From an optimization exercise on the open Yosys and OpenROAD flow, aimed at small area, a short achievable clock period and few clock cycles; shortcuts taken in it are not production practice.
RTL that was checked went through simulation tests only; none was proved equivalent to the original.
Power is estimated from default activity; no workload was simulated.

==> amber: inputs <==
// tinymoa_dcim
module tinymoa_dcim (
    input clk,
    input nrst,
    output reg        mmio_ready,
    input             mmio_write,
    input      [31:0] mmio_wdata,
    input             mmio_read,
    output     [31:0] mmio_rdata,
    input      [5:0]  mmio_addr,
    input      [31:0] mem_rdata,
    output     [31:0] mem_wdata,
    output reg        mem_write,
    output reg        mem_read,
    output reg [9:0]  mem_addr
);
make LEC_CHECK=0 CAP_MARGIN=20 CORE_MARGIN=2 CORE_UTILIZATION=70 CTS_CLUSTER_DIAMETER=200 CTS_CLUSTER_SIZE=28 SETUP_SLACK_MARGIN=4.5 SLEW_MARGIN=20 finish   # period 7.5 ns
run.sh (not shown) runs the stock make flow with config.mk's settings and CLKGATE_MAP_FILE= SYNTH_SCRIPT=/design/flow/synth_recipe.tcl, a recipe that flattens the netlist after the stock synthesis.
==> cedar (differences from amber) <==
--- a/flow/design.v
+++ b/flow/design.v
@@ -67,16 +67,20 @@
     reg p2_59;
     reg p2_60;
     reg p2_61;
     reg p2_62;
     reg p2_63;
     reg p2_64;
     reg p2_65;
     reg p2_66;
+    reg p2_67;
+    reg p2_68;
+    reg p2_69;
+    reg p2_70;
     wire s1 = x[0] ^ x[1] ^ x[2];
     wire k2 = (x[0] & x[1]) | (x[0] & x[2]) | (x[1] & x[2]);
     wire s3 = x[3] ^ x[4] ^ x[5];
     wire k4 = (x[3] & x[4]) | (x[3] & x[5]) | (x[4] & x[5]);
     wire s5 = x[6] ^ x[7] ^ x[8];
     wire k6 = (x[6] & x[7]) | (x[6] & x[8]) | (x[7] & x[8]);
     wire s7 = x[9] ^ x[10] ^ x[11];
     wire k8 = (x[9] & x[10]) | (x[9] & x[11]) | (x[10] & x[11]);
@@ -301,30 +305,30 @@
     wire s227 = k210 ^ k212 ^ s213;
     wire k228 = (k210 & k212) | (k210 & s213) | (k212 & s213);
     wire s229 = k214 ^ k216 ^ s217;
     wire k230 = (k214 & k216) | (k214 & s217) | (k216 & s217);
     wire s231 = k218 ^ k220 ^ s221;
     wire k232 = (k218 & k220) | (k218 & s221) | (k220 & s221);
     wire s233 = k222 ^ s223 ^ p1_45;
     wire k234 = (k222 & s223) | (k222 & p1_45) | (s223 & p1_45);
-    wire s235 = k226 ^ s227 ^ s215;
-    wire k236 = (k226 & s227) | (k226 & s215) | (s227 & s215);
-    wire s237 = k228 ^ s229 ^ s219;
-    wire k238 = (k228 & s229) | (k228 & s219) | (s229 & s219);
-    wire s239 = k230 ^ s231 ^ s203;
-    wire k240 = (k230 & s231) | (k230 & s203) | (s231 & s203);
-    wire s241 = k234 ^ k224 ^ p1_46;
-    wire k242 = (k234 & k224) | (k234 & p1_46) | (k224 & p1_46);
-    wire s243 = p2_54 ^ p2_55 ^ p2_56;
-    wire k244 = (p2_54 & p2_55) | (p2_54 & p2_56) | (p2_55 & p2_56);
-    wire s245 = p2_57 ^ p2_58 ^ p2_59;
-    wire k246 = (p2_57 & p2_58) | (p2_57 & p2_59) | (p2_58 & p2_59);
-    wire s247 = p2_60 ^ p2_61 ^ p2_62;
-    wire k248 = (p2_60 & p2_61) | (p2_60 & p2_62) | (p2_61 & p2_62);
+    wire s235 = p2_53 ^ p2_54 ^ p2_55;
+    wire k236 = (p2_53 & p2_54) | (p2_53 & p2_55) | (p2_54 & p2_55);
+    wire s237 = p2_56 ^ p2_57 ^ p2_58;
+    wire k238 = (p2_56 & p2_57) | (p2_56 & p2_58) | (p2_57 & p2_58);
+    wire s239 = p2_60 ^ p2_61 ^ p2_62;
+    wire k240 = (p2_60 & p2_61) | (p2_60 & p2_62) | (p2_61 & p2_62);
+    wire s241 = p2_66 ^ p2_67 ^ p2_68;
+    wire k242 = (p2_66 & p2_67) | (p2_66 & p2_68) | (p2_67 & p2_68);
+    wire s243 = k236 ^ s237 ^ p2_59;
+    wire k244 = (k236 & s237) | (k236 & p2_59) | (s237 & p2_59);
+    wire s245 = k238 ^ s239 ^ p2_63;
+    wire k246 = (k238 & s239) | (k238 & p2_63) | (s239 & p2_63);
+    wire s247 = k240 ^ p2_64 ^ p2_65;
+    wire k248 = (k240 & p2_64) | (k240 & p2_65) | (p2_64 & p2_65);
     always @(posedge clk) begin
         p1_0 <= nb[0];
         p1_1 <= s145;
         p1_2 <= s19;
         p1_3 <= s21;
         p1_4 <= k146;
         p1_5 <= s147;
         p1_6 <= s149;
@@ -369,33 +373,37 @@
         p1_45 <= nb[7];
         p1_46 <= nb[8];
         p1_47 <= nb[9];
         p1_48 <= nb[10];
         p2_49 <= p1_0;
         p2_50 <= s181;
         p2_51 <= s207;
         p2_52 <= s225;
-        p2_53 <= s235;
-        p2_54 <= k236;
-        p2_55 <= s237;
-        p2_56 <= p1_37;
-        p2_57 <= k238;
-        p2_58 <= s239;
-        p2_59 <= s205;
-        p2_60 <= k240;
-        p2_61 <= k232;
-        p2_62 <= s233;
-        p2_63 <= s241;
-        p2_64 <= k242;
-        p2_65 <= p1_47;
-        p2_66 <= p1_48;
+        p2_53 <= k226;
+        p2_54 <= s227;
+        p2_55 <= s215;
+        p2_56 <= k228;
+        p2_57 <= s229;
+        p2_58 <= s219;
+        p2_59 <= p1_37;
+        p2_60 <= k230;
+        p2_61 <= s231;
+        p2_62 <= s203;
+        p2_63 <= s205;
+        p2_64 <= k232;
+        p2_65 <= s233;
+        p2_66 <= k234;
+        p2_67 <= k224;
+        p2_68 <= p1_46;
+        p2_69 <= p1_47;
+        p2_70 <= p1_48;
     end
-    wire [10:0] row0 = {p2_66, p2_64, k248, k246, k244, s243, p2_53, p2_52, p2_51, p2_50, p2_49};
-    wire [10:0] row1 = {1'b0, p2_65, p2_63, s247, s245, 1'b0, 1'b0, 1'b0, 1'b0, 1'b0, 1'b0};
+    wire [10:0] row0 = {p2_70, k242, k248, k246, k244, s243, s235, p2_52, p2_51, p2_50, p2_49};
+    wire [10:0] row1 = {1'b0, p2_69, s241, s247, s245, 1'b0, 1'b0, 1'b0, 1'b0, 1'b0, 1'b0};
     assign res = row0 + row1;
 endmodule
 `default_nettype none
 `timescale 1ns / 1ps
 module tinymoa_dcim (
     input clk,
     input nrst,
     output reg        mmio_ready,
@@ -508,18 +516,21 @@
             assign xb[64 + gj] = plane_en[2] & ~(w ^ A[2][gj]);
             assign xb[96 + gj] = plane_en[3] & ~(w ^ A[3][gj]);
         end
     endgenerate
     wire [10:0] res;
     dcim_colsum u_sum (.clk(clk), .x(xb), .nb(nb), .res(res));
     reg [10:0] wdata_q;
     assign mem_wdata = {{21{wdata_q[10]}}, wdata_q};
-    always @(posedge clk)
-        nb <= {5'd0, cfg_n} - ({5'd0, cfg_n} << cfg_prec);
+    reg [10:0] nsh;
+    always @(posedge clk) begin
+        nsh <= {5'd0, cfg_n} << cfg_prec;
+        nb  <= {5'd0, cfg_n} - nsh;
+    end
     localparam S_IDLE = 3'd0;
     localparam S_ACT  = 3'd1;
     localparam S_ROW  = 3'd2;
     localparam S_WAIT = 3'd3;
     localparam S_COMP = 3'd4;
     reg [2:0] state;
     reg [4:0] cnt;
     reg [1:0] pm1;               
Settings changed: SETUP_SLACK_MARGIN 4.5 to 4.75.
==> harbor (differences from amber) <==
--- a/flow/design.v
+++ b/flow/design.v
@@ -67,16 +67,20 @@
     reg p2_59;
     reg p2_60;
     reg p2_61;
     reg p2_62;
     reg p2_63;
     reg p2_64;
     reg p2_65;
     reg p2_66;
+    reg p2_67;
+    reg p2_68;
+    reg p2_69;
+    reg p2_70;
     wire s1 = x[0] ^ x[1] ^ x[2];
     wire k2 = (x[0] & x[1]) | (x[0] & x[2]) | (x[1] & x[2]);
     wire s3 = x[3] ^ x[4] ^ x[5];
     wire k4 = (x[3] & x[4]) | (x[3] & x[5]) | (x[4] & x[5]);
     wire s5 = x[6] ^ x[7] ^ x[8];
     wire k6 = (x[6] & x[7]) | (x[6] & x[8]) | (x[7] & x[8]);
     wire s7 = x[9] ^ x[10] ^ x[11];
     wire k8 = (x[9] & x[10]) | (x[9] & x[11]) | (x[10] & x[11]);
@@ -301,30 +305,30 @@
     wire s227 = k210 ^ k212 ^ s213;
     wire k228 = (k210 & k212) | (k210 & s213) | (k212 & s213);
     wire s229 = k214 ^ k216 ^ s217;
     wire k230 = (k214 & k216) | (k214 & s217) | (k216 & s217);
     wire s231 = k218 ^ k220 ^ s221;
     wire k232 = (k218 & k220) | (k218 & s221) | (k220 & s221);
     wire s233 = k222 ^ s223 ^ p1_45;
     wire k234 = (k222 & s223) | (k222 & p1_45) | (s223 & p1_45);
-    wire s235 = k226 ^ s227 ^ s215;
-    wire k236 = (k226 & s227) | (k226 & s215) | (s227 & s215);
-    wire s237 = k228 ^ s229 ^ s219;
-    wire k238 = (k228 & s229) | (k228 & s219) | (s229 & s219);
-    wire s239 = k230 ^ s231 ^ s203;
-    wire k240 = (k230 & s231) | (k230 & s203) | (s231 & s203);
-    wire s241 = k234 ^ k224 ^ p1_46;
-    wire k242 = (k234 & k224) | (k234 & p1_46) | (k224 & p1_46);
-    wire s243 = p2_54 ^ p2_55 ^ p2_56;
-    wire k244 = (p2_54 & p2_55) | (p2_54 & p2_56) | (p2_55 & p2_56);
-    wire s245 = p2_57 ^ p2_58 ^ p2_59;
-    wire k246 = (p2_57 & p2_58) | (p2_57 & p2_59) | (p2_58 & p2_59);
-    wire s247 = p2_60 ^ p2_61 ^ p2_62;
-    wire k248 = (p2_60 & p2_61) | (p2_60 & p2_62) | (p2_61 & p2_62);
+    wire s235 = p2_53 ^ p2_54 ^ p2_55;
+    wire k236 = (p2_53 & p2_54) | (p2_53 & p2_55) | (p2_54 & p2_55);
+    wire s237 = p2_56 ^ p2_57 ^ p2_58;
+    wire k238 = (p2_56 & p2_57) | (p2_56 & p2_58) | (p2_57 & p2_58);
+    wire s239 = p2_60 ^ p2_61 ^ p2_62;
+    wire k240 = (p2_60 & p2_61) | (p2_60 & p2_62) | (p2_61 & p2_62);
+    wire s241 = p2_66 ^ p2_67 ^ p2_68;
+    wire k242 = (p2_66 & p2_67) | (p2_66 & p2_68) | (p2_67 & p2_68);
+    wire s243 = k236 ^ s237 ^ p2_59;
+    wire k244 = (k236 & s237) | (k236 & p2_59) | (s237 & p2_59);
+    wire s245 = k238 ^ s239 ^ p2_63;
+    wire k246 = (k238 & s239) | (k238 & p2_63) | (s239 & p2_63);
+    wire s247 = k240 ^ p2_64 ^ p2_65;
+    wire k248 = (k240 & p2_64) | (k240 & p2_65) | (p2_64 & p2_65);
     always @(posedge clk) begin
         p1_0 <= nb[0];
         p1_1 <= s145;
         p1_2 <= s19;
         p1_3 <= s21;
         p1_4 <= k146;
         p1_5 <= s147;
         p1_6 <= s149;
@@ -369,33 +373,37 @@
         p1_45 <= nb[7];
         p1_46 <= nb[8];
         p1_47 <= nb[9];
         p1_48 <= nb[10];
         p2_49 <= p1_0;
         p2_50 <= s181;
         p2_51 <= s207;
         p2_52 <= s225;
-        p2_53 <= s235;
-        p2_54 <= k236;
-        p2_55 <= s237;
-        p2_56 <= p1_37;
-        p2_57 <= k238;
-        p2_58 <= s239;
-        p2_59 <= s205;
-        p2_60 <= k240;
-        p2_61 <= k232;
-        p2_62 <= s233;
-        p2_63 <= s241;
-        p2_64 <= k242;
-        p2_65 <= p1_47;
-        p2_66 <= p1_48;
+        p2_53 <= k226;
+        p2_54 <= s227;
+        p2_55 <= s215;
+        p2_56 <= k228;
+        p2_57 <= s229;
+        p2_58 <= s219;
+        p2_59 <= p1_37;
+        p2_60 <= k230;
+        p2_61 <= s231;
+        p2_62 <= s203;
+        p2_63 <= s205;
+        p2_64 <= k232;
+        p2_65 <= s233;
+        p2_66 <= k234;
+        p2_67 <= k224;
+        p2_68 <= p1_46;
+        p2_69 <= p1_47;
+        p2_70 <= p1_48;
     end
-    wire [10:0] row0 = {p2_66, p2_64, k248, k246, k244, s243, p2_53, p2_52, p2_51, p2_50, p2_49};
-    wire [10:0] row1 = {1'b0, p2_65, p2_63, s247, s245, 1'b0, 1'b0, 1'b0, 1'b0, 1'b0, 1'b0};
+    wire [10:0] row0 = {p2_70, k242, k248, k246, k244, s243, s235, p2_52, p2_51, p2_50, p2_49};
+    wire [10:0] row1 = {1'b0, p2_69, s241, s247, s245, 1'b0, 1'b0, 1'b0, 1'b0, 1'b0, 1'b0};
     assign res = row0 + row1;
 endmodule
 `default_nettype none
 `timescale 1ns / 1ps
 module tinymoa_dcim (
     input clk,
     input nrst,
     output reg        mmio_ready,
@@ -452,26 +460,20 @@
             4'd2: rdata_q <= cfg_wbase;
             4'd3: rdata_q <= cfg_abase;
             4'd4: rdata_q <= cfg_rbase;
             4'd5: rdata_q <= {4'd0, cfg_n};
             default: rdata_q <= 10'd0;
         endcase
     end
     reg [4:0] rs, nph, rr;
-    always @(posedge clk or negedge nrst) begin
-        if (!nrst) begin
-            rs  <= 5'd1;
-            nph <= 5'd0;
-            rr  <= 5'd29;
-        end else begin
-            rs  <= rs + 5'd1;
-            nph <= nph - 5'd1;
-            rr  <= rr - 5'd1;
-        end
+    always @(posedge clk) begin
+        rs  <= rs + 5'd1;
+        nph <= 5'd0 - rs;
+        rr  <= 5'd0 - (rs + 5'd3);
     end
     wire [31:0] rot0 = rs[0] ? {mem_rdata[30:0], mem_rdata[31]} : mem_rdata;
     wire [31:0] rot1 = rs[1] ? {rot0[29:0], rot0[31:30]}         : rot0;
     wire [31:0] rot2 = rs[2] ? {rot1[27:0], rot1[31:28]}         : rot1;
     wire [31:0] rot3 = rs[3] ? {rot2[23:0], rot2[31:24]}         : rot2;
     wire [31:0] rot  = rs[4] ? {rot3[15:0], rot3[31:16]}         : rot3;
     reg [3:0] tag0;
     reg [3:0] ld_act;
@@ -507,31 +509,35 @@
             assign xb[32 + gj] = plane_en[1] & ~(w ^ A[1][gj]);
             assign xb[64 + gj] = plane_en[2] & ~(w ^ A[2][gj]);
             assign xb[96 + gj] = plane_en[3] & ~(w ^ A[3][gj]);
         end
     endgenerate
     wire [10:0] res;
     dcim_colsum u_sum (.clk(clk), .x(xb), .nb(nb), .res(res));
     reg [10:0] wdata_q;
-    assign mem_wdata = {{21{wdata_q[10]}}, wdata_q};
-    always @(posedge clk)
-        nb <= {5'd0, cfg_n} - ({5'd0, cfg_n} << cfg_prec);
+    reg        sign_q;
+    assign mem_wdata = {{11{sign_q}}, {10{wdata_q[10]}}, wdata_q};
+    reg [10:0] nsh;
+    always @(posedge clk) begin
+        nsh <= {5'd0, cfg_n} << cfg_prec;
+        nb  <= {5'd0, cfg_n} - nsh;
+    end
     localparam S_IDLE = 3'd0;
     localparam S_ACT  = 3'd1;
     localparam S_ROW  = 3'd2;
     localparam S_WAIT = 3'd3;
     localparam S_COMP = 3'd4;
     reg [2:0] state;
     reg [4:0] cnt;
     reg [1:0] pm1;               
     reg       rl;                
     reg       va, vb;            
     reg       la, lb;            
-    reg [4:0] ca, cb;            
+    wire [4:0] cb = nph + 5'd2;  
     wire [1:0] st_p   = mmio_wdata[2:1] - 2'd1;
     wire       row_ld = ({1'b0, rr} < cfg_n);
     always @(posedge clk or negedge nrst) begin
         if (!nrst) begin
             state     <= S_IDLE;
             cnt       <= 5'd0;
             busy      <= 1'b0;
             done      <= 1'b0;
@@ -539,19 +545,16 @@
             mem_write <= 1'b0;
             tag0      <= 4'd0;
             ld_act    <= 4'd0;
             ld_row    <= 1'b0;
             va        <= 1'b0;
             vb        <= 1'b0;
             la        <= 1'b0;
             lb        <= 1'b0;
-            plane_en  <= 4'd0;
-            pm1       <= 2'd0;
-            rl        <= 1'b0;
         end else begin
             mem_read  <= 1'b0;
             tag0      <= 4'd0;
             ld_act    <= {tag0[3] & ~tag0[2] & (tag0[1:0] == 2'd3),
                           tag0[3] & ~tag0[2] & (tag0[1:0] == 2'd2),
                           tag0[3] & ~tag0[2] & (tag0[1:0] == 2'd1),
                           tag0[3] & ~tag0[2] & (tag0[1:0] == 2'd0)};
             ld_row    <= tag0[3] & tag0[2] & tag0[0];
@@ -562,20 +565,16 @@
             mem_write <= vb && ({1'b0, cb} < cfg_n);
             cnt       <= cnt + 5'd1;
             case (state)
                 S_IDLE: begin
                     cnt <= 5'd1;
                     if (start) begin
                         busy     <= 1'b1;
                         done     <= 1'b0;
-                        plane_en <= {mmio_wdata[3:1] > 3'd3, mmio_wdata[3:1] > 3'd2,
-                                     mmio_wdata[3:1] > 3'd1, mmio_wdata[3:1] > 3'd0};
-                        pm1      <= st_p;
-                        rl       <= mmio_wdata[4];
                         mem_read <= 1'b1;
                         tag0     <= 4'b1000;
                         if (st_p != 2'd0)
                             state <= S_ACT;
                         else if (mmio_wdata[4]) begin
                             state <= S_ROW;
                             cnt   <= 5'd0;
                         end else begin
@@ -610,19 +609,24 @@
             endcase
             if (lb) begin
                 busy <= 1'b0;
                 done <= 1'b1;
             end
         end
     end
     always @(posedge clk) begin
-        ca      <= nph;
-        cb      <= ca;
+        if (state == S_IDLE) begin
+            plane_en <= {mmio_wdata[3:1] > 3'd3, mmio_wdata[3:1] > 3'd2,
+                         mmio_wdata[3:1] > 3'd1, mmio_wdata[3:1] > 3'd0};
+            pm1      <= st_p;
+            rl       <= mmio_wdata[4];
+        end
         wdata_q <= res;
+        sign_q  <= res[10] & res[9];
         if (vb)
             mem_addr <= cfg_rbase + {5'd0, cb};
         else if (state == S_ROW)
             mem_addr <= cfg_wbase + {5'd0, rr};
         else if (state == S_ACT)
             mem_addr <= cfg_abase + {8'd0, cnt[1:0]};
         else
             mem_addr <= cfg_abase;
Settings changed: CORE_UTILIZATION 70 to 80, CTS_CLUSTER_SIZE 28 to 25, SETUP_SLACK_MARGIN 4.5 to 4.75.
==> comparison <==
Of amber and cedar, cedar has the higher worst setup slack (gap 120 ps). Of amber and cedar, cedar has the higher cell area (gap about 2.2%, measured against cedar). Against amber, the non-clock buffer count of cedar is higher by 37. Clock power is about the same in cedar and amber. amber completed without violations. cedar ran to the end with no violations. harbor ended with an error in 4_1_cts.
Testbench counts of amber, summed over its fixed seeds: cycles 17,921.
Testbench counts of cedar, summed over its fixed seeds: cycles 17,921.
For harbor, only the layout was checked, not whether the RTL still works.

[static timing again, ports no longer ideal]
No port has a modelled driver above. Below, the same layouts with a new extraction and two added sets of constraints. Step 1, drivers: a clkbuf_16 drives clk and a buf_2 each remaining input, both assumed. Step 2 times the ports against the registers' clock, not the clock port: input delays grow and output delays shrink by t, the midpoint of the rising clock arrivals with the driver on. Slacks: ideal ports / drivers / drivers and shift; pairs: ideal ports / drivers.
| run | t (ns) | setup slack, ns | worst hold slack (ns) | worst data-port slew with drivers (ns) | cell pins on the clock port's net |
|---|---|---|---|---|---|
| amber | 0.729 | 4.476 / 4.490 / 3.775 | 0.295 / 0.295 / 0.295 | 0.07 | 1 |
| cedar | 0.706 | 4.593 / 4.531 / 4.011 | 0.323 / 0.323 / 0.323 | 0.10 | 1 |
After both steps setup and hold are still met in every run listed. For amber, which loses most, drivers alone change the setup slack by +0.014 ns; drivers and shift together by -0.701 ns.
